This is an optimization exercise on Yosys and OpenROAD, whose aim is small area, not a production implementation. For this run, only the layout was checked, not whether the RTL still works.

<file path="design/flow/run.sh">
#!/bin/bash
# synth_recipe.tcl (not shown) runs the flow's synth.tcl, then flattens the netlist and writes it again
# the make line also repeats each setting of config.mk as NAME=value (left out here)
make -C /OpenROAD-flow-scripts/flow DESIGN_CONFIG=/design/flow/config.mk WORK_HOME=/design/flow/orfs CLKGATE_MAP_FILE= SYNTH_SCRIPT=/design/flow/synth_recipe.tcl finish
</file>
<file path="design/flow/config.mk">
export PLATFORM = sky130hd
export DESIGN_NAME = viterbi_decoder
export DESIGN_NICKNAME = viterbi_decoder
export VERILOG_FILES = /design/flow/design.v
export SDC_FILE = /design/flow/constraint.sdc
export NUM_CORES = 4
export LEC_CHECK = 0
export CAP_MARGIN = 20
export CORE_MARGIN = 2
export CORE_UTILIZATION = 40
export SLEW_MARGIN = 20
</file>
<file path="design/flow/constraint.sdc">
create_clock -name core_clock -period 9.0 [get_ports {clk}]
set_input_delay 1.8000 -clock core_clock [delete_from_list [all_inputs] [get_ports {clk}]]
set_output_delay 1.8000 -clock core_clock [all_outputs]
set_load 0.01 [all_outputs]
</file>
<file path="design/flow/design.v">
module BMU(
	yn_in0, 
	yn_in1,
	yn_in2,
	dis_000_out, 
	dis_001_out, 
	dis_010_out, 
	dis_011_out,
	dis_100_out, 
	dis_101_out, 
	dis_110_out, 
	dis_111_out
);
input			[3:0]	yn_in0; 
input			[3:0]	yn_in1;
input			[3:0]	yn_in2;
output			[5:0]	dis_000_out;
output			[5:0]	dis_001_out;
output			[5:0]	dis_010_out;
output			[5:0]	dis_011_out;
output			[5:0]	dis_100_out;
output			[5:0]	dis_101_out;
output			[5:0]	dis_110_out;
output			[5:0]	dis_111_out;
wire			[5:0]	yn_in0_ext; 
wire			[5:0]	yn_in1_ext;
wire			[5:0]	yn_in2_ext;
wire			[5:0]	yn_in0_ext_n;
wire			[5:0]	yn_in1_ext_n;
wire			[5:0]	yn_in2_ext_n;
wire			[5:0]	dis_000;
wire			[5:0]	dis_001;
wire			[5:0]	dis_010;
wire			[5:0]	dis_011;
wire			[5:0]	dis_100;
wire			[5:0]	dis_101;
wire			[5:0]	dis_110;
wire			[5:0]	dis_111;
wire			[5:0]	dis_000_out;
wire			[5:0]	dis_001_out;
wire			[5:0]	dis_010_out;
wire			[5:0]	dis_011_out;
wire			[5:0]	dis_100_out;
wire			[5:0]	dis_101_out;
wire			[5:0]	dis_110_out;
wire			[5:0]	dis_111_out;
assign yn_in0_ext = {yn_in0[3], yn_in0[3], yn_in0};
assign yn_in1_ext = {yn_in1[3], yn_in1[3], yn_in1}; 
assign yn_in2_ext = {yn_in2[3], yn_in2[3], yn_in2}; 
assign yn_in0_ext_n = ~yn_in0_ext + 1;
assign yn_in1_ext_n = ~yn_in1_ext + 1;
assign yn_in2_ext_n = ~yn_in2_ext + 1;
assign dis_000 = yn_in2_ext_n + yn_in1_ext_n + yn_in0_ext_n;
assign dis_001 = yn_in2_ext_n + yn_in1_ext_n + yn_in0_ext;
assign dis_010 = yn_in2_ext_n + yn_in1_ext + yn_in0_ext_n;
assign dis_011 = yn_in2_ext_n + yn_in1_ext + yn_in0_ext;
assign dis_100 = yn_in2_ext + yn_in1_ext_n + yn_in0_ext_n;
assign dis_101 = yn_in2_ext + yn_in1_ext_n + yn_in0_ext;
assign dis_110 = yn_in2_ext + yn_in1_ext + yn_in0_ext_n;
assign dis_111 = yn_in2_ext + yn_in1_ext + yn_in0_ext;
assign dis_000_out = dis_000 + 24;
assign dis_001_out = dis_001 + 24;
assign dis_010_out = dis_010 + 24;
assign dis_011_out = dis_011 + 24;
assign dis_100_out = dis_100 + 24;
assign dis_101_out = dis_101 + 24;
assign dis_110_out = dis_110 + 24;
assign dis_111_out = dis_111 + 24;
endmodule
module ACS (
	toggle,
	pm1_in,
	pm2_in,
	bm1_in,
	bm2_in,
	pm_out,
	sel_out
);
input		toggle;
input	[10:0]	pm1_in;
input	[10:0]	pm2_in;
input	[5:0]	bm1_in;
input	[5:0]	bm2_in;
output	[10:0]	pm_out;
output		sel_out;
reg	[10:0]	pm_out;
reg		sel_out;
wire	[10:0]	diff;
wire	[10:0]	pm1;
wire	[10:0]	pm2;
wire	[5:0]	bm_mux1;
wire	[5:0]	bm_mux2;
assign bm_mux1 = (toggle)? bm2_in: bm1_in;
assign bm_mux2 = (toggle)? bm1_in: bm2_in;
assign pm1 = pm1_in + bm_mux1;
assign pm2 = pm2_in + bm_mux2;
assign diff = pm1 - pm2;
always @ (diff or pm1 or pm2) begin
	if (diff[10]) begin
		pm_out = pm1;
		sel_out = 0;
	end 
	else begin
		pm_out = pm2;
		sel_out = 1;
	end
end
endmodule
module PMU(
	clk,
	reset_n,
	bm_000_in,
	bm_001_in,
	bm_010_in,
	bm_011_in,
	bm_100_in,
	bm_101_in,
	bm_110_in,
	bm_111_in,
	sel_out,
	clk_div2_out
);
input					clk;
input					reset_n;
input			[5:0]	bm_000_in;
input			[5:0]	bm_001_in;
input			[5:0]	bm_010_in;
input			[5:0]	bm_011_in;
input			[5:0]	bm_100_in;
input			[5:0]	bm_101_in;
input			[5:0]	bm_110_in;
input			[5:0]	bm_111_in;
output			[63:0]	sel_out;
output					clk_div2_out;
reg						div2_count;
wire					clk_div2_gatesignal;
reg				[10:0]	pathmetric00,pathmetric01,pathmetric02,pathmetric03,pathmetric04,pathmetric05,pathmetric06,pathmetric07;
reg				[10:0]	pathmetric08,pathmetric09,pathmetric10,pathmetric11,pathmetric12,pathmetric13,pathmetric14,pathmetric15;
reg				[10:0]	pathmetric16,pathmetric17,pathmetric18,pathmetric19,pathmetric20,pathmetric21,pathmetric22,pathmetric23;
reg				[10:0]	pathmetric24,pathmetric25,pathmetric26,pathmetric27,pathmetric28,pathmetric29,pathmetric30,pathmetric31;
reg				[10:0]	pathmetric32,pathmetric33,pathmetric34,pathmetric35,pathmetric36,pathmetric37,pathmetric38,pathmetric39;
reg				[10:0]	pathmetric40,pathmetric41,pathmetric42,pathmetric43,pathmetric44,pathmetric45,pathmetric46,pathmetric47;
reg				[10:0]	pathmetric48,pathmetric49,pathmetric50,pathmetric51,pathmetric52,pathmetric53,pathmetric54,pathmetric55;
reg				[10:0]	pathmetric56,pathmetric57,pathmetric58,pathmetric59,pathmetric60,pathmetric61,pathmetric62,pathmetric63;
reg				[11:0]	pm_temp00,pm_temp01,pm_temp02,pm_temp03,pm_temp04,pm_temp05,pm_temp06,pm_temp07;
reg				[11:0]	pm_temp08,pm_temp09,pm_temp10,pm_temp11,pm_temp12,pm_temp13,pm_temp14,pm_temp15;
reg				[11:0]	pm_temp16,pm_temp17,pm_temp18,pm_temp19,pm_temp20,pm_temp21,pm_temp22,pm_temp23;
reg				[11:0]	pm_temp24,pm_temp25,pm_temp26,pm_temp27,pm_temp28,pm_temp29,pm_temp30,pm_temp31; 
wire			[10:0]	pm1_acs00,pm1_acs01,pm1_acs02,pm1_acs03,pm1_acs04,pm1_acs05,pm1_acs06,pm1_acs07;
wire			[10:0]	pm1_acs08,pm1_acs09,pm1_acs10,pm1_acs11,pm1_acs12,pm1_acs13,pm1_acs14,pm1_acs15;
wire			[10:0]	pm1_acs16,pm1_acs17,pm1_acs18,pm1_acs19,pm1_acs20,pm1_acs21,pm1_acs22,pm1_acs23;
wire			[10:0]	pm1_acs24,pm1_acs25,pm1_acs26,pm1_acs27,pm1_acs28,pm1_acs29,pm1_acs30,pm1_acs31;
wire			[10:0]	pm2_acs00,pm2_acs01,pm2_acs02,pm2_acs03,pm2_acs04,pm2_acs05,pm2_acs06,pm2_acs07;
wire			[10:0]	pm2_acs08,pm2_acs09,pm2_acs10,pm2_acs11,pm2_acs12,pm2_acs13,pm2_acs14,pm2_acs15;
wire			[10:0]	pm2_acs16,pm2_acs17,pm2_acs18,pm2_acs19,pm2_acs20,pm2_acs21,pm2_acs22,pm2_acs23;
wire			[10:0]	pm2_acs24,pm2_acs25,pm2_acs26,pm2_acs27,pm2_acs28,pm2_acs29,pm2_acs30,pm2_acs31;
wire			[5:0]	bm1_acs00,bm1_acs01,bm1_acs02,bm1_acs03,bm1_acs04,bm1_acs05,bm1_acs06,bm1_acs07;
wire			[5:0]	bm1_acs08,bm1_acs09,bm1_acs10,bm1_acs11,bm1_acs12,bm1_acs13,bm1_acs14,bm1_acs15;
wire			[5:0]	bm1_acs16,bm1_acs17,bm1_acs18,bm1_acs19,bm1_acs20,bm1_acs21,bm1_acs22,bm1_acs23;
wire			[5:0]	bm1_acs24,bm1_acs25,bm1_acs26,bm1_acs27,bm1_acs28,bm1_acs29,bm1_acs30,bm1_acs31;
wire			[5:0]	bm2_acs00,bm2_acs01,bm2_acs02,bm2_acs03,bm2_acs04,bm2_acs05,bm2_acs06,bm2_acs07;
wire			[5:0]	bm2_acs08,bm2_acs09,bm2_acs10,bm2_acs11,bm2_acs12,bm2_acs13,bm2_acs14,bm2_acs15;
wire			[5:0]	bm2_acs16,bm2_acs17,bm2_acs18,bm2_acs19,bm2_acs20,bm2_acs21,bm2_acs22,bm2_acs23;
wire			[5:0]	bm2_acs24,bm2_acs25,bm2_acs26,bm2_acs27,bm2_acs28,bm2_acs29,bm2_acs30,bm2_acs31;
wire			[10:0]	pm_out_acs00,pm_out_acs01,pm_out_acs02,pm_out_acs03,pm_out_acs04,pm_out_acs05,pm_out_acs06,pm_out_acs07;
wire			[10:0]	pm_out_acs08,pm_out_acs09,pm_out_acs10,pm_out_acs11,pm_out_acs12,pm_out_acs13,pm_out_acs14,pm_out_acs15;
wire			[10:0]	pm_out_acs16,pm_out_acs17,pm_out_acs18,pm_out_acs19,pm_out_acs20,pm_out_acs21,pm_out_acs22,pm_out_acs23;
wire			[10:0]	pm_out_acs24,pm_out_acs25,pm_out_acs26,pm_out_acs27,pm_out_acs28,pm_out_acs29,pm_out_acs30,pm_out_acs31;
wire 				sel_acs00,sel_acs01,sel_acs02,sel_acs03,sel_acs04,sel_acs05,sel_acs06,sel_acs07;
wire 				sel_acs08,sel_acs09,sel_acs10,sel_acs11,sel_acs12,sel_acs13,sel_acs14,sel_acs15;
wire 				sel_acs16,sel_acs17,sel_acs18,sel_acs19,sel_acs20,sel_acs21,sel_acs22,sel_acs23;
wire 				sel_acs24,sel_acs25,sel_acs26,sel_acs27,sel_acs28,sel_acs29,sel_acs30,sel_acs31;
reg			[31:0]	sel_temp;
always @ (posedge clk or negedge reset_n) 
begin
	if (~reset_n) 
		div2_count <= 0;
	else
		div2_count <= ~div2_count;
end
assign clk_div2_out = ~div2_count;
assign pm1_acs00 = pathmetric00;
assign pm2_acs00 = pathmetric32;
assign bm1_acs00 = bm_000_in;
assign bm2_acs00 = bm_111_in;
assign pm1_acs01 = pathmetric01;
assign pm2_acs01 = pathmetric33;
assign bm1_acs01 = bm_110_in;
assign bm2_acs01 = bm_001_in;
assign pm1_acs02 = pathmetric02;
assign pm2_acs02 = pathmetric34;
assign bm1_acs02 = bm_111_in;
assign bm2_acs02 = bm_000_in;
assign pm1_acs03 = pathmetric03;
assign pm2_acs03 = pathmetric35;
assign bm1_acs03 = bm_001_in;
assign bm2_acs03 = bm_110_in;
assign pm1_acs04 = pathmetric04;
assign pm2_acs04 = pathmetric36;
assign bm1_acs04 = bm_101_in;
assign bm2_acs04 = bm_010_in;
assign pm1_acs05 = pathmetric05;
assign pm2_acs05 = pathmetric37;
assign bm1_acs05 = bm_011_in;
assign bm2_acs05 = bm_100_in;
assign pm1_acs06 = pathmetric06;
assign pm2_acs06 = pathmetric38;
assign bm1_acs06 = bm_010_in;
assign bm2_acs06 = bm_101_in;
assign pm1_acs07 = pathmetric07;
assign pm2_acs07 = pathmetric39;
assign bm1_acs07 = bm_100_in;
assign bm2_acs07 = bm_011_in;
assign pm1_acs08 = pathmetric08;
assign pm2_acs08 = pathmetric40;
assign bm1_acs08 = bm_010_in;
assign bm2_acs08 = bm_101_in;
assign pm1_acs09 = pathmetric09;
assign pm2_acs09 = pathmetric41;
assign bm1_acs09 = bm_100_in;
assign bm2_acs09 = bm_011_in;
assign pm1_acs10 = pathmetric10;
assign pm2_acs10 = pathmetric42;
assign bm1_acs10 = bm_101_in;
assign bm2_acs10 = bm_010_in;
assign pm1_acs11 = pathmetric11;
assign pm2_acs11 = pathmetric43;
assign bm1_acs11 = bm_011_in;
assign bm2_acs11 = bm_100_in;
assign pm1_acs12 = pathmetric12;
assign pm2_acs12 = pathmetric44;
assign bm1_acs12 = bm_111_in;
assign bm2_acs12 = bm_000_in;
assign pm1_acs13 = pathmetric13;
assign pm2_acs13 = pathmetric45;
assign bm1_acs13 = bm_001_in;
assign bm2_acs13 = bm_110_in;
assign pm1_acs14 = pathmetric14;
assign pm2_acs14 = pathmetric46;
assign bm1_acs14 = bm_000_in;
assign bm2_acs14 = bm_111_in;
assign pm1_acs15 = pathmetric15;
assign pm2_acs15 = pathmetric47;
assign bm1_acs15 = bm_110_in;
assign bm2_acs15 = bm_001_in;
assign pm1_acs16 = pathmetric16;
assign pm2_acs16 = pathmetric48;
assign bm1_acs16 = bm_001_in;
assign bm2_acs16 = bm_110_in;
assign pm1_acs17 = pathmetric17;
assign pm2_acs17 = pathmetric49;
assign bm1_acs17 = bm_111_in;
assign bm2_acs17 = bm_000_in;
assign pm1_acs18 = pathmetric18;
assign pm2_acs18 = pathmetric50;
assign bm1_acs18 = bm_110_in;
assign bm2_acs18 = bm_001_in;
assign pm1_acs19 = pathmetric19;
assign pm2_acs19 = pathmetric51;
assign bm1_acs19 = bm_000_in;
assign bm2_acs19 = bm_111_in;
assign pm1_acs20 = pathmetric20;
assign pm2_acs20 = pathmetric52;
assign bm1_acs20 = bm_100_in;
assign bm2_acs20 = bm_011_in;
assign pm1_acs21 = pathmetric21;
assign pm2_acs21 = pathmetric53;
assign bm1_acs21 = bm_010_in;
assign bm2_acs21 = bm_101_in;
assign pm1_acs22 = pathmetric22;
assign pm2_acs22 = pathmetric54;
assign bm1_acs22 = bm_011_in;
assign bm2_acs22 = bm_100_in;
assign pm1_acs23 = pathmetric23;
assign pm2_acs23 = pathmetric55;
assign bm1_acs23 = bm_101_in;
assign bm2_acs23 = bm_010_in;
assign pm1_acs24 = pathmetric24;
assign pm2_acs24 = pathmetric56;
assign bm1_acs24 = bm_011_in;
assign bm2_acs24 = bm_100_in;
assign pm1_acs25 = pathmetric25;
assign pm2_acs25 = pathmetric57;
assign bm1_acs25 = bm_101_in;
assign bm2_acs25 = bm_010_in;
assign pm1_acs26 = pathmetric26;
assign pm2_acs26 = pathmetric58;
assign bm1_acs26 = bm_100_in;
assign bm2_acs26 = bm_011_in;
assign pm1_acs27 = pathmetric27;
assign pm2_acs27 = pathmetric59;
assign bm1_acs27 = bm_010_in;
assign bm2_acs27 = bm_101_in;
assign pm1_acs28 = pathmetric28;
assign pm2_acs28 = pathmetric60;
assign bm1_acs28 = bm_110_in;
assign bm2_acs28 = bm_001_in;
assign pm1_acs29 = pathmetric29;
assign pm2_acs29 = pathmetric61;
assign bm1_acs29 = bm_000_in;
assign bm2_acs29 = bm_111_in;
assign pm1_acs30 = pathmetric30;
assign pm2_acs30 = pathmetric62;
assign bm1_acs30 = bm_001_in;
assign bm2_acs30 = bm_110_in;
assign pm1_acs31 = pathmetric31;
assign pm2_acs31 = pathmetric63;
assign bm1_acs31 = bm_111_in;
assign bm2_acs31 = bm_000_in;
reg [63:0] sel;
always @ (posedge clk or negedge reset_n)
begin
	if (~reset_n) begin
		pm_temp00 <= 0;
		pm_temp01 <= 0;
		pm_temp02 <= 0;
		pm_temp03 <= 0;
		pm_temp04 <= 0;
		pm_temp05 <= 0;
		pm_temp06 <= 0;
		pm_temp07 <= 0;
		pm_temp08 <= 0;
		pm_temp09 <= 0;
		pm_temp10 <= 0;
		pm_temp11 <= 0;
		pm_temp12 <= 0;
		pm_temp13 <= 0;
		pm_temp14 <= 0;
		pm_temp15 <= 0;
		pm_temp16 <= 0;
		pm_temp17 <= 0;
		pm_temp18 <= 0;
		pm_temp19 <= 0;
		pm_temp20 <= 0;
		pm_temp21 <= 0;
		pm_temp22 <= 0;
		pm_temp23 <= 0;
		pm_temp24 <= 0;
		pm_temp25 <= 0;
		pm_temp26 <= 0;
		pm_temp27 <= 0;
		pm_temp28 <= 0;
		pm_temp29 <= 0;
		pm_temp30 <= 0;
		pm_temp31 <= 0;
		pathmetric00 <= 0;
		pathmetric01 <= 0;
		pathmetric02 <= 0;
		pathmetric03 <= 0;
		pathmetric04 <= 0;
		pathmetric05 <= 0;
		pathmetric06 <= 0;
		pathmetric07 <= 0;
		pathmetric08 <= 0;
		pathmetric09 <= 0;
		pathmetric10 <= 0;
		pathmetric11 <= 0;
		pathmetric12 <= 0;
		pathmetric13 <= 0;
		pathmetric14 <= 0;
		pathmetric15 <= 0;
		pathmetric16 <= 0;
		pathmetric17 <= 0;
		pathmetric18 <= 0;
		pathmetric19 <= 0;
		pathmetric20 <= 0;
		pathmetric21 <= 0;
		pathmetric22 <= 0;
		pathmetric23 <= 0;
		pathmetric24 <= 0;
		pathmetric25 <= 0;
		pathmetric26 <= 0;
		pathmetric27 <= 0;
		pathmetric28 <= 0;
		pathmetric29 <= 0;
		pathmetric30 <= 0;
		pathmetric31 <= 0;
		pathmetric32 <= 0;
		pathmetric33 <= 0;
		pathmetric34 <= 0;
		pathmetric35 <= 0;
		pathmetric36 <= 0;
		pathmetric37 <= 0;
		pathmetric38 <= 0;
		pathmetric39 <= 0;
		pathmetric40 <= 0;
		pathmetric41 <= 0;
		pathmetric42 <= 0;
		pathmetric43 <= 0;
		pathmetric44 <= 0;
		pathmetric45 <= 0;
		pathmetric46 <= 0;
		pathmetric47 <= 0;
		pathmetric48 <= 0;
		pathmetric49 <= 0;
		pathmetric50 <= 0;
		pathmetric51 <= 0;
		pathmetric52 <= 0;
		pathmetric53 <= 0;
		pathmetric54 <= 0;
		pathmetric55 <= 0;
		pathmetric56 <= 0;
		pathmetric57 <= 0;
		pathmetric58 <= 0;
		pathmetric59 <= 0;
		pathmetric60 <= 0;
		pathmetric61 <= 0;
		pathmetric62 <= 0;
		pathmetric63 <= 0;
		sel_temp <= 0;
	end 
	else if (~div2_count) begin
		pm_temp00 <= pm_out_acs00;
		pm_temp01 <= pm_out_acs01;
		pm_temp02 <= pm_out_acs02;
		pm_temp03 <= pm_out_acs03;
		pm_temp04 <= pm_out_acs04;
		pm_temp05 <= pm_out_acs05;
		pm_temp06 <= pm_out_acs06;
		pm_temp07 <= pm_out_acs07;
		pm_temp08 <= pm_out_acs08;
		pm_temp09 <= pm_out_acs09;
		pm_temp10 <= pm_out_acs10;
		pm_temp11 <= pm_out_acs11;
		pm_temp12 <= pm_out_acs12;
		pm_temp13 <= pm_out_acs13;
		pm_temp14 <= pm_out_acs14;
		pm_temp15 <= pm_out_acs15;
		pm_temp16 <= pm_out_acs16;
		pm_temp17 <= pm_out_acs17;
		pm_temp18 <= pm_out_acs18;
		pm_temp19 <= pm_out_acs19;
		pm_temp20 <= pm_out_acs20;
		pm_temp21 <= pm_out_acs21;
		pm_temp22 <= pm_out_acs22;
		pm_temp23 <= pm_out_acs23;
		pm_temp24 <= pm_out_acs24;
		pm_temp25 <= pm_out_acs25;
		pm_temp26 <= pm_out_acs26;
		pm_temp27 <= pm_out_acs27;
		pm_temp28 <= pm_out_acs28;
		pm_temp29 <= pm_out_acs29;
		pm_temp30 <= pm_out_acs30;
		pm_temp31 <= pm_out_acs31;
		sel_temp[0]  <= sel_acs00;
		sel_temp[1]  <= sel_acs01;
		sel_temp[2]  <= sel_acs02;
		sel_temp[3]  <= sel_acs03;
		sel_temp[4]  <= sel_acs04;
		sel_temp[5]  <= sel_acs05;
		sel_temp[6]  <= sel_acs06;
		sel_temp[7]  <= sel_acs07;
		sel_temp[8]  <= sel_acs08;
		sel_temp[9]  <= sel_acs09;
		sel_temp[10] <= sel_acs10;
		sel_temp[11] <= sel_acs11;
		sel_temp[12] <= sel_acs12;
		sel_temp[13] <= sel_acs13;
		sel_temp[14] <= sel_acs14;
		sel_temp[15] <= sel_acs15;
		sel_temp[16] <= sel_acs16;
		sel_temp[17] <= sel_acs17;
		sel_temp[18] <= sel_acs18;
		sel_temp[19] <= sel_acs19;
		sel_temp[20] <= sel_acs20;
		sel_temp[21] <= sel_acs21;
		sel_temp[22] <= sel_acs22;
		sel_temp[23] <= sel_acs23;
		sel_temp[24] <= sel_acs24;
		sel_temp[25] <= sel_acs25;
		sel_temp[26] <= sel_acs26;
		sel_temp[27] <= sel_acs27;
		sel_temp[28] <= sel_acs28;
		sel_temp[29] <= sel_acs29;
		sel_temp[30] <= sel_acs30;
		sel_temp[31] <= sel_acs31;
	end
	else begin
		pathmetric00 <= pm_temp00;
		pathmetric02 <= pm_temp01;
		pathmetric04 <= pm_temp02;
		pathmetric06 <= pm_temp03;
		pathmetric08 <= pm_temp04;
		pathmetric10 <= pm_temp05;
		pathmetric12 <= pm_temp06;
		pathmetric14 <= pm_temp07;
		pathmetric16 <= pm_temp08;
		pathmetric18 <= pm_temp09;
		pathmetric20 <= pm_temp10;
		pathmetric22 <= pm_temp11;
		pathmetric24 <= pm_temp12;
		pathmetric26 <= pm_temp13;
		pathmetric28 <= pm_temp14;
		pathmetric30 <= pm_temp15;
		pathmetric32 <= pm_temp16;
		pathmetric34 <= pm_temp17;
		pathmetric36 <= pm_temp18;
		pathmetric38 <= pm_temp19;
		pathmetric40 <= pm_temp20;
		pathmetric42 <= pm_temp21;
		pathmetric44 <= pm_temp22;
		pathmetric46 <= pm_temp23;
		pathmetric48 <= pm_temp24;
		pathmetric50 <= pm_temp25;
		pathmetric52 <= pm_temp26;
		pathmetric54 <= pm_temp27;
		pathmetric56 <= pm_temp28;
		pathmetric58 <= pm_temp29;
		pathmetric60 <= pm_temp30;
		pathmetric62 <= pm_temp31;
		pathmetric01 <= pm_out_acs00;
		pathmetric03 <= pm_out_acs01;
		pathmetric05 <= pm_out_acs02;
		pathmetric07 <= pm_out_acs03;
		pathmetric09 <= pm_out_acs04;
		pathmetric11 <= pm_out_acs05;
		pathmetric13 <= pm_out_acs06;
		pathmetric15 <= pm_out_acs07;
		pathmetric17 <= pm_out_acs08;
		pathmetric19 <= pm_out_acs09;
		pathmetric21 <= pm_out_acs10;
		pathmetric23 <= pm_out_acs11;
		pathmetric25 <= pm_out_acs12;
		pathmetric27 <= pm_out_acs13;
		pathmetric29 <= pm_out_acs14;
		pathmetric31 <= pm_out_acs15;
		pathmetric33 <= pm_out_acs16;
		pathmetric35 <= pm_out_acs17;
		pathmetric37 <= pm_out_acs18;
		pathmetric39 <= pm_out_acs19;
		pathmetric41 <= pm_out_acs20;
		pathmetric43 <= pm_out_acs21;
		pathmetric45 <= pm_out_acs22;
		pathmetric47 <= pm_out_acs23;
		pathmetric49 <= pm_out_acs24;
		pathmetric51 <= pm_out_acs25;
		pathmetric53 <= pm_out_acs26;
		pathmetric55 <= pm_out_acs27;
		pathmetric57 <= pm_out_acs28;
		pathmetric59 <= pm_out_acs29;
		pathmetric61 <= pm_out_acs30;
		pathmetric63 <= pm_out_acs31;
	end
end	
reg [63:0] sel_out;
always @ (posedge clk or negedge reset_n) begin
	if (~reset_n) begin
		sel_out <= 0;
	end 
	else begin
		if (div2_count) begin
			sel_out[0]  <= sel_temp[0];
			sel_out[2]  <= sel_temp[1];
			sel_out[4]  <= sel_temp[2];
			sel_out[6]  <= sel_temp[3];
			sel_out[8]  <= sel_temp[4];
			sel_out[10] <= sel_temp[5];
			sel_out[12] <= sel_temp[6];
			sel_out[14] <= sel_temp[7];
			sel_out[16] <= sel_temp[8];
			sel_out[18] <= sel_temp[9];
			sel_out[20] <= sel_temp[10];
			sel_out[22] <= sel_temp[11];
			sel_out[24] <= sel_temp[12];
			sel_out[26] <= sel_temp[13];
			sel_out[28] <= sel_temp[14];
			sel_out[30] <= sel_temp[15];
			sel_out[32] <= sel_temp[16];
			sel_out[34] <= sel_temp[17];
			sel_out[36] <= sel_temp[18];
			sel_out[38] <= sel_temp[19];
			sel_out[40] <= sel_temp[20];
			sel_out[42] <= sel_temp[21];
			sel_out[44] <= sel_temp[22];
			sel_out[46] <= sel_temp[23];
			sel_out[48] <= sel_temp[24];
			sel_out[50] <= sel_temp[25];
			sel_out[52] <= sel_temp[26];
			sel_out[54] <= sel_temp[27];
			sel_out[56] <= sel_temp[28];
			sel_out[58] <= sel_temp[29];
			sel_out[60] <= sel_temp[30];
			sel_out[62] <= sel_temp[31];
			sel_out[1]  <= sel_acs00;
			sel_out[3]  <= sel_acs01;
			sel_out[5]  <= sel_acs02;
			sel_out[7]  <= sel_acs03;
			sel_out[9]  <= sel_acs04;
			sel_out[11] <= sel_acs05;
			sel_out[13] <= sel_acs06;
			sel_out[15] <= sel_acs07;
			sel_out[17] <= sel_acs08;
			sel_out[19] <= sel_acs09;
			sel_out[21] <= sel_acs10;
			sel_out[23] <= sel_acs11;
			sel_out[25] <= sel_acs12;
			sel_out[27] <= sel_acs13;
			sel_out[29] <= sel_acs14;
			sel_out[31] <= sel_acs15;
			sel_out[33] <= sel_acs16;
			sel_out[35] <= sel_acs17;
			sel_out[37] <= sel_acs18;
			sel_out[39] <= sel_acs19;
			sel_out[41] <= sel_acs20;
			sel_out[43] <= sel_acs21;
			sel_out[45] <= sel_acs22;
			sel_out[47] <= sel_acs23;
			sel_out[49] <= sel_acs24;
			sel_out[51] <= sel_acs25;
			sel_out[53] <= sel_acs26;
			sel_out[55] <= sel_acs27;
			sel_out[57] <= sel_acs28;
			sel_out[59] <= sel_acs29;
			sel_out[61] <= sel_acs30;
			sel_out[63] <= sel_acs31;
		end
	end
end
ACS acs00 (div2_count,pm1_acs00,pm2_acs00,bm1_acs00,bm2_acs00,pm_out_acs00,sel_acs00);
ACS acs01 (div2_count,pm1_acs01,pm2_acs01,bm1_acs01,bm2_acs01,pm_out_acs01,sel_acs01);
ACS acs02 (div2_count,pm1_acs02,pm2_acs02,bm1_acs02,bm2_acs02,pm_out_acs02,sel_acs02);
ACS acs03 (div2_count,pm1_acs03,pm2_acs03,bm1_acs03,bm2_acs03,pm_out_acs03,sel_acs03);
ACS acs04 (div2_count,pm1_acs04,pm2_acs04,bm1_acs04,bm2_acs04,pm_out_acs04,sel_acs04);
ACS acs05 (div2_count,pm1_acs05,pm2_acs05,bm1_acs05,bm2_acs05,pm_out_acs05,sel_acs05);
ACS acs06 (div2_count,pm1_acs06,pm2_acs06,bm1_acs06,bm2_acs06,pm_out_acs06,sel_acs06);
ACS acs07 (div2_count,pm1_acs07,pm2_acs07,bm1_acs07,bm2_acs07,pm_out_acs07,sel_acs07);
ACS acs08 (div2_count,pm1_acs08,pm2_acs08,bm1_acs08,bm2_acs08,pm_out_acs08,sel_acs08);
ACS acs09 (div2_count,pm1_acs09,pm2_acs09,bm1_acs09,bm2_acs09,pm_out_acs09,sel_acs09);
ACS acs10 (div2_count,pm1_acs10,pm2_acs10,bm1_acs10,bm2_acs10,pm_out_acs10,sel_acs10);
ACS acs11 (div2_count,pm1_acs11,pm2_acs11,bm1_acs11,bm2_acs11,pm_out_acs11,sel_acs11);
ACS acs12 (div2_count,pm1_acs12,pm2_acs12,bm1_acs12,bm2_acs12,pm_out_acs12,sel_acs12);
ACS acs13 (div2_count,pm1_acs13,pm2_acs13,bm1_acs13,bm2_acs13,pm_out_acs13,sel_acs13);
ACS acs14 (div2_count,pm1_acs14,pm2_acs14,bm1_acs14,bm2_acs14,pm_out_acs14,sel_acs14);
ACS acs15 (div2_count,pm1_acs15,pm2_acs15,bm1_acs15,bm2_acs15,pm_out_acs15,sel_acs15);
ACS acs16 (div2_count,pm1_acs16,pm2_acs16,bm1_acs16,bm2_acs16,pm_out_acs16,sel_acs16);
ACS acs17 (div2_count,pm1_acs17,pm2_acs17,bm1_acs17,bm2_acs17,pm_out_acs17,sel_acs17);
ACS acs18 (div2_count,pm1_acs18,pm2_acs18,bm1_acs18,bm2_acs18,pm_out_acs18,sel_acs18);
ACS acs19 (div2_count,pm1_acs19,pm2_acs19,bm1_acs19,bm2_acs19,pm_out_acs19,sel_acs19);
ACS acs20 (div2_count,pm1_acs20,pm2_acs20,bm1_acs20,bm2_acs20,pm_out_acs20,sel_acs20);
ACS acs21 (div2_count,pm1_acs21,pm2_acs21,bm1_acs21,bm2_acs21,pm_out_acs21,sel_acs21);
ACS acs22 (div2_count,pm1_acs22,pm2_acs22,bm1_acs22,bm2_acs22,pm_out_acs22,sel_acs22);
ACS acs23 (div2_count,pm1_acs23,pm2_acs23,bm1_acs23,bm2_acs23,pm_out_acs23,sel_acs23);
ACS acs24 (div2_count,pm1_acs24,pm2_acs24,bm1_acs24,bm2_acs24,pm_out_acs24,sel_acs24);
ACS acs25 (div2_count,pm1_acs25,pm2_acs25,bm1_acs25,bm2_acs25,pm_out_acs25,sel_acs25);
ACS acs26 (div2_count,pm1_acs26,pm2_acs26,bm1_acs26,bm2_acs26,pm_out_acs26,sel_acs26);
ACS acs27 (div2_count,pm1_acs27,pm2_acs27,bm1_acs27,bm2_acs27,pm_out_acs27,sel_acs27);
ACS acs28 (div2_count,pm1_acs28,pm2_acs28,bm1_acs28,bm2_acs28,pm_out_acs28,sel_acs28);
ACS acs29 (div2_count,pm1_acs29,pm2_acs29,bm1_acs29,bm2_acs29,pm_out_acs29,sel_acs29);
ACS acs30 (div2_count,pm1_acs30,pm2_acs30,bm1_acs30,bm2_acs30,pm_out_acs30,sel_acs30);
ACS acs31 (div2_count,pm1_acs31,pm2_acs31,bm1_acs31,bm2_acs31,pm_out_acs31,sel_acs31);
endmodule
module SPMU(
	clk,
	en,
	reset_n,
	sel_in,
	rdata0_in,
	rdata1_in,
	rdata2_in,
	rdata3_in,
	rdata4_in,
	rdata5_in,
	addr0_out,
	addr1_out,
	addr2_out,
	addr3_out,
	addr4_out,
	addr5_out,
	wdata_out,
	cs_out,
	we_out,
	reverse_decoded_bit,
	stack_toggle
);
input clk;
input en;		 
input reset_n;
input [63:0] sel_in;
input [63:0] rdata0_in,rdata1_in,rdata2_in,rdata3_in,rdata4_in,rdata5_in;
output [4:0] addr0_out,addr1_out,addr2_out,addr3_out,addr4_out,addr5_out;
output [63:0] wdata_out;
output [5:0] cs_out;
output [5:0] we_out;
output		reverse_decoded_bit;
output		stack_toggle;
reg [4:0] addr0;
reg [4:0] addr1;
reg [4:0] addr2;
reg [4:0] addr3;
reg [4:0] addr4;
reg [4:0] addr5;
reg [5:0] cs;
reg [5:0] we;
assign addr0_out = addr0;
assign addr1_out = addr1;
assign addr2_out = addr2;
assign addr3_out = addr3;
assign addr4_out = addr4;
assign addr5_out = addr5;
assign wdata_out = sel_in;
assign cs_out = cs;
assign we_out = we;
reg [4:0] mod21_count;
always @ (posedge clk or negedge reset_n) begin
	if (~reset_n) begin
		mod21_count <= 0;
	end else if (en) begin
		if (mod21_count==20) begin
			mod21_count <= 0;
		end else begin
			mod21_count <= mod21_count + 1;
		end
	end
end
wire [4:0] mod21_count_minus;
assign mod21_count_minus = 20 - mod21_count;
reg [2:0] bank_state;
always @ (posedge clk or negedge reset_n) begin
	if (~reset_n) begin
		bank_state <= 0;
	end else if (en) begin
		case (bank_state)
			3'b000: begin
				if (mod21_count==20) begin
					bank_state <= 3'b001;
				end				
			end
			3'b001: begin
				if (mod21_count==20) begin
					bank_state <= 3'b010;
				end				
			end
			3'b010: begin
				if (mod21_count==20) begin
					bank_state <= 3'b011;
				end				
			end
			3'b011: begin
				if (mod21_count==20) begin
					bank_state <= 3'b100;
				end				
			end
			3'b100: begin
				if (mod21_count==20) begin
					bank_state <= 3'b101;
				end				
			end
			3'b101: begin
				if (mod21_count==20) begin
					bank_state <= 3'b000;
				end				
			end
			default: begin
				bank_state <= 3'b000;
			end
		endcase
	end
end
reg [2:0] tb0;
reg [2:0] tb1;
reg [2:0] dc;
always @ (posedge clk or negedge reset_n) begin
	if (~reset_n) begin
		cs <= 6'b000000;
		we <= 6'b000000;
		addr0 <= 0;
		addr1 <= 0;
		addr2 <= 0;
		addr3 <= 0;
		addr4 <= 0;
		addr5 <= 0;
		tb0 <= 5;
		tb1 <= 3;
		dc <= 1;
	end else if (en) begin
		case (bank_state)
			3'b000: begin
				cs <= 6'b101011;
				we <= 6'b000001;
				addr0 <= mod21_count;					
				addr1 <= mod21_count_minus;		 
				addr2 <= 0;
				addr3 <= mod21_count_minus;		
				addr4 <= 0;
				addr5 <= mod21_count_minus;		
				tb0 <= 5;
				tb1 <= 3;
				dc <= 1;
			end
			3'b001: begin
				cs <= 6'b010111;
				we <= 6'b000010;
				addr0 <= mod21_count_minus;		
				addr1 <= mod21_count;					
				addr2 <= mod21_count_minus;		 
				addr3 <= 0;
				addr4 <= mod21_count_minus;
				addr5 <= 0;
				tb0 <= 0;
				tb1 <= 4;
				dc <= 2;
			end
			3'b010: begin
				cs <= 6'b101110;
				we <= 6'b000100;		
				addr0 <= 0;
				addr1 <= mod21_count_minus;
				addr2 <= mod21_count;
				addr3 <= mod21_count_minus;		 
				addr4 <= 0;
				addr5 <= mod21_count_minus;
				tb0 <= 1;
				tb1 <= 5;
				dc <= 3;
			end
			3'b011: begin
				cs <= 6'b011101;
				we <= 6'b001000;			
				addr0 <= mod21_count_minus;
				addr1 <= 0;
				addr2 <= mod21_count_minus;
				addr3 <= mod21_count;
				addr4 <= mod21_count_minus;		 
				addr5 <= 0;
				tb0 <= 2;
				tb1 <= 0;
				dc <= 4;
			end
			3'b100: begin
				cs <= 6'b111010;
				we <= 6'b010000;		
				addr0 <= 0;
				addr1 <= mod21_count_minus;
				addr2 <= 0;
				addr3 <= mod21_count_minus;
				addr4 <= mod21_count;
				addr5 <= mod21_count_minus;		 
				tb0 <= 3;
				tb1 <= 1;
				dc <= 5;
			end
			3'b101: begin
				cs <= 6'b110101;
				we <= 6'b100000;			
				addr0 <= mod21_count_minus;		 
				addr1 <= 0;
				addr2 <= mod21_count_minus;
				addr3 <= 0;
				addr4 <= mod21_count_minus;
				addr5 <= mod21_count;
				tb0 <= 4;
				tb1 <= 2;
				dc <= 0;
			end
			default: begin
				cs <= 6'b000000;
				we <= 6'b000000;
				addr0 <= 0;
				addr1 <= 0;
				addr2 <= 0;
				addr3 <= 0;
				addr4 <= 0;
				addr5 <= 0;
				tb0 <= 5;
				tb1 <= 3;
				dc <= 1;
			end
		endcase
	end
end
reg [2:0] tb0_delay;
reg [2:0] tb1_delay;
always @(posedge clk or negedge reset_n)
begin
	if (~reset_n) begin
		tb0_delay <= 0;
		tb1_delay <= 0;
	end
	else if (en) begin
		tb0_delay <= tb0;
		tb1_delay <= tb1;
	end
end
reg [63:0] rdata_tb0;
always @ (tb0_delay or rdata0_in or rdata1_in or rdata2_in or rdata3_in or rdata4_in or rdata5_in) begin
	case (tb0_delay)
		3'b000: rdata_tb0 = rdata0_in;
		3'b001: rdata_tb0 = rdata1_in;
		3'b010: rdata_tb0 = rdata2_in;
		3'b011: rdata_tb0 = rdata3_in;
		3'b100: rdata_tb0 = rdata4_in;
		3'b101: rdata_tb0 = rdata5_in;
		default: rdata_tb0 = 0;
	endcase
end
reg [63:0] rdata_tb1;
always @ (tb1_delay or rdata0_in or rdata1_in or rdata2_in or rdata3_in or rdata4_in or rdata5_in) begin
	case (tb1_delay)
		3'b000: rdata_tb1 = rdata0_in;
		3'b001: rdata_tb1 = rdata1_in;
		3'b010: rdata_tb1 = rdata2_in;
		3'b011: rdata_tb1 = rdata3_in;
		3'b100: rdata_tb1 = rdata4_in;
		3'b101: rdata_tb1 = rdata5_in;
		default: rdata_tb1 = 0;
	endcase
end
reg [63:0] rdata_dc;
always @ (dc or rdata0_in or rdata1_in or rdata2_in or rdata3_in or rdata4_in or rdata5_in) begin
	case (dc)
		3'b000: rdata_dc = rdata0_in;
		3'b001: rdata_dc = rdata1_in;
		3'b010: rdata_dc = rdata2_in;
		3'b011: rdata_dc = rdata3_in;
		3'b100: rdata_dc = rdata4_in;
		3'b101: rdata_dc = rdata5_in;
		default: rdata_dc = 0;
	endcase
end
reg [4:0] mod21_count_delay;
always @ (posedge clk or negedge reset_n) begin
	if (~reset_n) begin
		mod21_count_delay <= 0;
	end else if (en) begin
		mod21_count_delay <= mod21_count;
	end
end
reg [5:0] tb0_state;
wire tb0_bit;
always @ (posedge clk or negedge reset_n) begin
	if (~reset_n) begin
		tb0_state <= 0;
	end else if (en) begin
		if (mod21_count_delay==0) begin
			tb0_state <= 0;
		end else begin
			tb0_state <= {tb0_bit, tb0_state[5:1]};
		end
	end
end
assign tb0_bit = rdata_tb0[tb0_state];
reg [5:0] tb1_state;
wire tb1_bit;
always @ (posedge clk or negedge reset_n) begin
	if (~reset_n) begin
		tb1_state <= 0;
	end else if (en) begin
		if (mod21_count_delay==0) begin
			tb1_state <= {tb0_bit, tb0_state[5:1]};
		end else begin
			tb1_state <= {tb1_bit, tb1_state[5:1]};
		end
	end
end
assign tb1_bit = rdata_tb1[tb1_state];
reg [5:0] dc_state;
wire dc_bit;
always @ (posedge clk or negedge reset_n) begin
	if (~reset_n) begin
		dc_state <= 0;
	end else if (en) begin
		if (mod21_count_delay==0) begin
			dc_state <= {tb1_bit, tb1_state[5:1]};
		end else begin
			dc_state <= {dc_bit, dc_state[5:1]};
		end
	end
end
assign dc_bit = rdata_dc[dc_state];
reg stack_toggle;
always @ (posedge clk or negedge reset_n) begin
	if (~reset_n) begin
		stack_toggle <= 0;
	end else if (en) begin
		if (mod21_count_delay==0) begin
			stack_toggle <= ~stack_toggle;
		end
	end
end
wire reverse_decoded_bit;
assign reverse_decoded_bit = dc_state[0];
endmodule
module RSTK(
		clk,
		en,
		reset_n,
		stack_toggle,
		decode_in,
		reverse_out);
input		clk;
input		en;
input		reset_n;
input		stack_toggle;
input		decode_in;
output		reverse_out;
reg [20:0] stack0;
reg [20:0] stack1;
reg reverse_out;
always @ (posedge clk or negedge reset_n) begin
	if (~reset_n) begin
		stack0 <= 0;
		stack1 <= 0;
		reverse_out <= 0;
	end else if (en) begin
		if (stack_toggle) begin
			stack0 <= {stack0[19:0],decode_in};
			stack1 <= {1'b0,stack1[20:1]};
			reverse_out <= stack1[0];
		end 
		else begin
			stack1 <= {stack1[19:0],decode_in};
			stack0 <= {1'b0,stack0[20:1]};
			reverse_out <= stack0[0];
		end
	end
end
endmodule
module viterbi_decoder(
	clk,						 
	reset_n,					 
	yn_in0,						 
	yn_in1,						 
	yn_in2,						 
	decoded_bit_out, 				 
	wdata_out, 					 
	rdata0_in, 					 
	rdata1_in, 					 
	rdata2_in, 					 
	rdata3_in, 					 
	rdata4_in, 					 
	rdata5_in, 					 
	addr0_out,					 
	addr1_out,					 
	addr2_out,					 
	addr3_out,					 
	addr4_out,					 
	addr5_out,					 
	we_out,						 
	cs_out, 					 
	clk_div2_out					 
);
input clk;
input [3:0] yn_in0; 
input [3:0] yn_in1;
input [3:0] yn_in2;
output decoded_bit_out;
input reset_n; 
output [63:0] wdata_out;
input  [63:0] rdata0_in; 
input  [63:0] rdata1_in; 
input  [63:0] rdata2_in; 
input  [63:0] rdata3_in;
input  [63:0] rdata4_in;
input  [63:0] rdata5_in;
output [4:0] addr0_out; 
output [4:0] addr1_out; 
output [4:0] addr2_out; 
output [4:0] addr3_out;
output [4:0] addr4_out;
output [4:0] addr5_out;
output [5:0] we_out;
output [5:0] cs_out; 
output clk_div2_out;
wire[5:0]	s0, s1, s2, s3, s4, s5, s6, s7;
wire [63:0] sel;
wire		stack_toggle;
wire		reverse_decoded_bit;
wire clk_div2;
assign clk_div2_out = clk_div2;
BMU u0(
	.yn_in0(yn_in0), 
	.yn_in1(yn_in1),
	.yn_in2(yn_in2),
	.dis_000_out(s0), 
	.dis_001_out(s1), 
	.dis_010_out(s2), 
	.dis_011_out(s3),
	.dis_100_out(s4), 
	.dis_101_out(s5), 
	.dis_110_out(s6), 
	.dis_111_out(s7)
);
PMU u1(
	.clk(clk),
	.reset_n(reset_n),
	.bm_000_in(s0),
	.bm_001_in(s1),
	.bm_010_in(s2),
	.bm_011_in(s3),
	.bm_100_in(s4),
	.bm_101_in(s5),
	.bm_110_in(s6),
	.bm_111_in(s7),
	.sel_out(sel),
	.clk_div2_out(clk_div2)
);
SPMU u2(
	.clk(clk),
	.en(~clk_div2),
	.reset_n(reset_n),
	.sel_in(sel),
	.rdata0_in(rdata0_in),
	.rdata1_in(rdata1_in),
	.rdata2_in(rdata2_in),
	.rdata3_in(rdata3_in),
	.rdata4_in(rdata4_in),
	.rdata5_in(rdata5_in),
	.addr0_out(addr0_out),
	.addr1_out(addr1_out),
	.addr2_out(addr2_out),
	.addr3_out(addr3_out),
	.addr4_out(addr4_out),
	.addr5_out(addr5_out),
	.wdata_out(wdata_out),
	.cs_out(cs_out),
	.we_out(we_out),
	.reverse_decoded_bit(reverse_decoded_bit),
	.stack_toggle(stack_toggle)
);
RSTK u3(
	.clk(clk),
	.en(~clk_div2),
	.reset_n(reset_n),
	.stack_toggle(stack_toggle),
	.decode_in(reverse_decoded_bit),
	.reverse_out(decoded_bit_out)
);
endmodule
</file>
==> summary.txt <==
routing by layer:
layer	up-vias	global-route usage
met3	699	0.04485
met5	-	0
met4	8	0.1834
met1	37250	0.3730
li1	34500	-
met2	2311	0.5050
placed cells by master (no fill, tap or decap), types with 504 or more instances in the layout:
cell type and count:
nand2_1 546, dfrtp_1 1265, a21oi_1 568, o21ai_0 693, inv_1 768, buf_4 691
mux2_2 917, clkdlybuf4s50_1 504, nor2_1 526, ha_1 785
worst paths after layout:
kind	from	endpoint	slack (ps)	depth (start not counted)
hold reg to reg	u1.pm_temp06[10]	u1.pathmetric12[10]	460	2
max in group asynchronous	reset_n	u2.tb1_delay[1]	5820	3
hold / removal	u1.pm_temp06[10]	u1.pathmetric12[10]	460	2
setup reg to reg	u1.div2_count	u1.pathmetric23[0]	2410	20
setup / recovery	yn_in1[1]	u1.pathmetric23[0]	450	29
min in group asynchronous	reset_n	u1.sel_out[58]	970	1
cell type report:
type / count / area share
clock buffers: 199 / 0.03747
inverters: 773 / 0.02664
multi-input cells: 6745 / 0.5004
repair buffers: 1233 / 0.1007
flip-flops and latches: 1278 / 0.2932
diodes: 27 / 0.0006188
well taps: 3009 / 0.03448
clock inverters: 60 / 0.006452
sequential cells by signal, indices dropped and copies added, names as in the netlist, 21 cells and up:
name and flops:
u1.sel_out 64, u1.sel_temp 32, u3.stack0 21, u3.stack1 21
kinds of logic after synthesis:
family | after synthesis
muxes | 1437
DFF | 1278
buffers and inverters | 1200
adders and majority gates | 863
xor gates and xnor gates | 647
AOI/OAI and AO/OA | 2167
and+or+nand+nor | 1631
metrics by stage:
step                      setup TNS [ps]  hold slack, ps  utilization  setup WS, ps
final                                  0           460.1       0.4804         445.2
after global routing                   0           485.9       0.4802         179.6
after CTS                              0           459.4       0.4800         212.6
after detailed placement          -69170           449.9       0.4589        -613.9
after global placement            -52750           445.5       0.4589        -555.5
after floorplan                        0           431.5            -         745.0
what timing repair did:
action	4_1_cts	5_1_grt
endpoints found under the setup margin	0	45
setup buffers	0	0
gates resized for setup	0	2
tightest hold or removal path, cell delays in order (launching register included):
cell and delay, ps:
dfrtp_1 320, nand2_1 60, o21ai_0 70
==> results.py <==
metrics = {
    "finish": {
        "multi_input_area_sq_mm": 0.05464,
        "design_area_sq_mm": 0.1092,
        "nFillCells": 21040,
        "layout-drive-gt1-share": 0.2024,
        "layoutNonFillerInstCount": 13320,
        "register_area_sq_mm": 0.03201,
        "fin_nets": 11440,
        "syn_to_final_growth_pct": 19.41,
    },
    "route": {
        "met3_length_mm": 19.18,
        "ant_nets": 0,
        "wl_per_cell_um": 27.03,
        "viasPerCell": 5.612,
        "met1_length_mm": 147.8,
        "first_pass_iters": 6,
        "drt_wl_total_mm": 360.1,
        "via_count": 74770,
        "wl_met2_mm": 168.8,
        "drc": 0,
        "drt_iter0_drc": 5409,
        "highest_layer": "met5",
    },
    "synth": {
        "muxShareOfSynthArea": 0.1764,
        "postSynthAreaPerCell_sq_um": 9.914,
        "synth-compound-area-share": 0.1471,
        "yosysWarnings": 4,
        "synth_top_family_by_area": "multiplexers",
        "synthSimpleGateAreaFrac": 0.08111,
        "synth_commonest_cells": "dfrtp_1, mux2_2, ha_1",
        "netlist_area_sq_mm": 0.09143,
        "dominantRegCellSynth": "dfrtp_1",
        "synth_cells": 9223,
        "synth_nets": 10480,
        "async_reset_ff_frac": 1.000,
        "synth_top_area_cell": "dfrtp_1",
        "synth_most_common_cell": "dfrtp_1",
        "yosys_register_bits": 1278,
        "ys_seq_area_frac": 0.3498,
        "yosys-top-cells-area": "dfrtp_1, mux2_2, ha_1, mux2i_1, o21ai_0",
        "synth-adder-area-share": 0.1243,
        "synth_edf_count": 0,
        "ys_types": 92,
        "synthXorXnorAreaFrac": 0.06714,
        "synth_top_area_frac": 0.3492,
    },
    "timing": {
        "fin_crit_ps": 8555,
        "slew_headroom": 0.1042,
        "fin_worst_skew_ps": 39.72,
        "hold_violations": 0,
        "slew_violations": 0,
        "fmax_ghz": 0.1169,
        "rsz0062_at_grt": "false",
        "max_slew.worst_pin.slew_ps": 1344,
        "period_share": 0.9505,
        "setup_viol": 0,
    },
    "cts": {
        "cts_buffers": 144,
        "cts_tree": "built",
        "postCtsHoldBufs": 0,
        "clk_latency_ps": 810,
        "h-tree-depth": 4,
        "cts_sinks": 1278,
        "cts_root_buf": "clkbuf_16",
        "clk_pin_slew_ps": 60,
        "cts.path.max_buffers": 3,
    },
    "worst_setup_path": {
        "crit_path_start_kind": "input port",
        "critical_path_required_ps": 9680,
        "path_common_cell": "ha_1",
        "critPathMaxStageDelay_ps": 560,
        "timing.critical_path.buf_inv": 8,
        "critPathTopFamily": "adder cells",
        "cp-end-kind": "flip-flop",
        "crit_slowest_cell": "fa_1",
        "cp.arrival_ps": 9230,
        "path_class": "input port to flip-flop",
        "path_max_fanout": 6,
    },
    "placed_design": {
        "port_buffers": 505,
        "placed_cell_area_sq_mm": 0.1043,
        "dpl.hpwl_mm": 278.0,
        "place.gp.congestion": 0.9813,
        "place_inst": 13040,
    },
    "run": {
        "cap_violations": 0,
    },
    "global_routing": {
        "grt_max_degree": 190,
        "grt_pass1_vias": 75350,
        "grt.total_usage": 0.3039,
        "grt-ovfl-total": 0,
        "grt_first_pass_wirelength_mm": 518.9,
        "antenna_found_initial": 27,
    },
    "die": {
        "start_util": 0.4023,
        "die_w_um": 482.1,
        "ios": 506,
        "rows": 175,
        "core-area_sq_mm": 0.2273,
        "fp.dieH_um": 482.1,
        "fp.dieArea_sq_mm": 0.2324,
    },
    "outcome": {
        "status": "finished clean",
    },
    "worst_hold_path": {
        "hp-class": "flip-flop to flip-flop",
    },
}

port drivers added, routing unchanged:
Ports are ideal in the flow. The routed layout listed here was re-timed in OpenROAD. Step 1: set_driving_cell puts a clkbuf_16 on clk and a buf_2 on each other input, an assumption about the parent block. Step 2 also shifts input and output timing later by t, the mid clock arrival at the registers, as if the neighbouring blocks saw the same clock. Slacks: ideal ports / drivers / drivers and shift; pairs: ideal ports / drivers.
shift t [ns]: 0.879
slack for setup (ns): 0.445 / 0.497 / -0.383
worst setup path after step 2: input to register
latest minus earliest clock arrival (ns): 0.053 / 0.053
cell pins on the clock port's net: 1
With both steps, setup timing fails in this run, where it was met with ideal ports. The setup slack of this run moves by +0.052 ns with the drivers and by -0.828 ns with both steps.
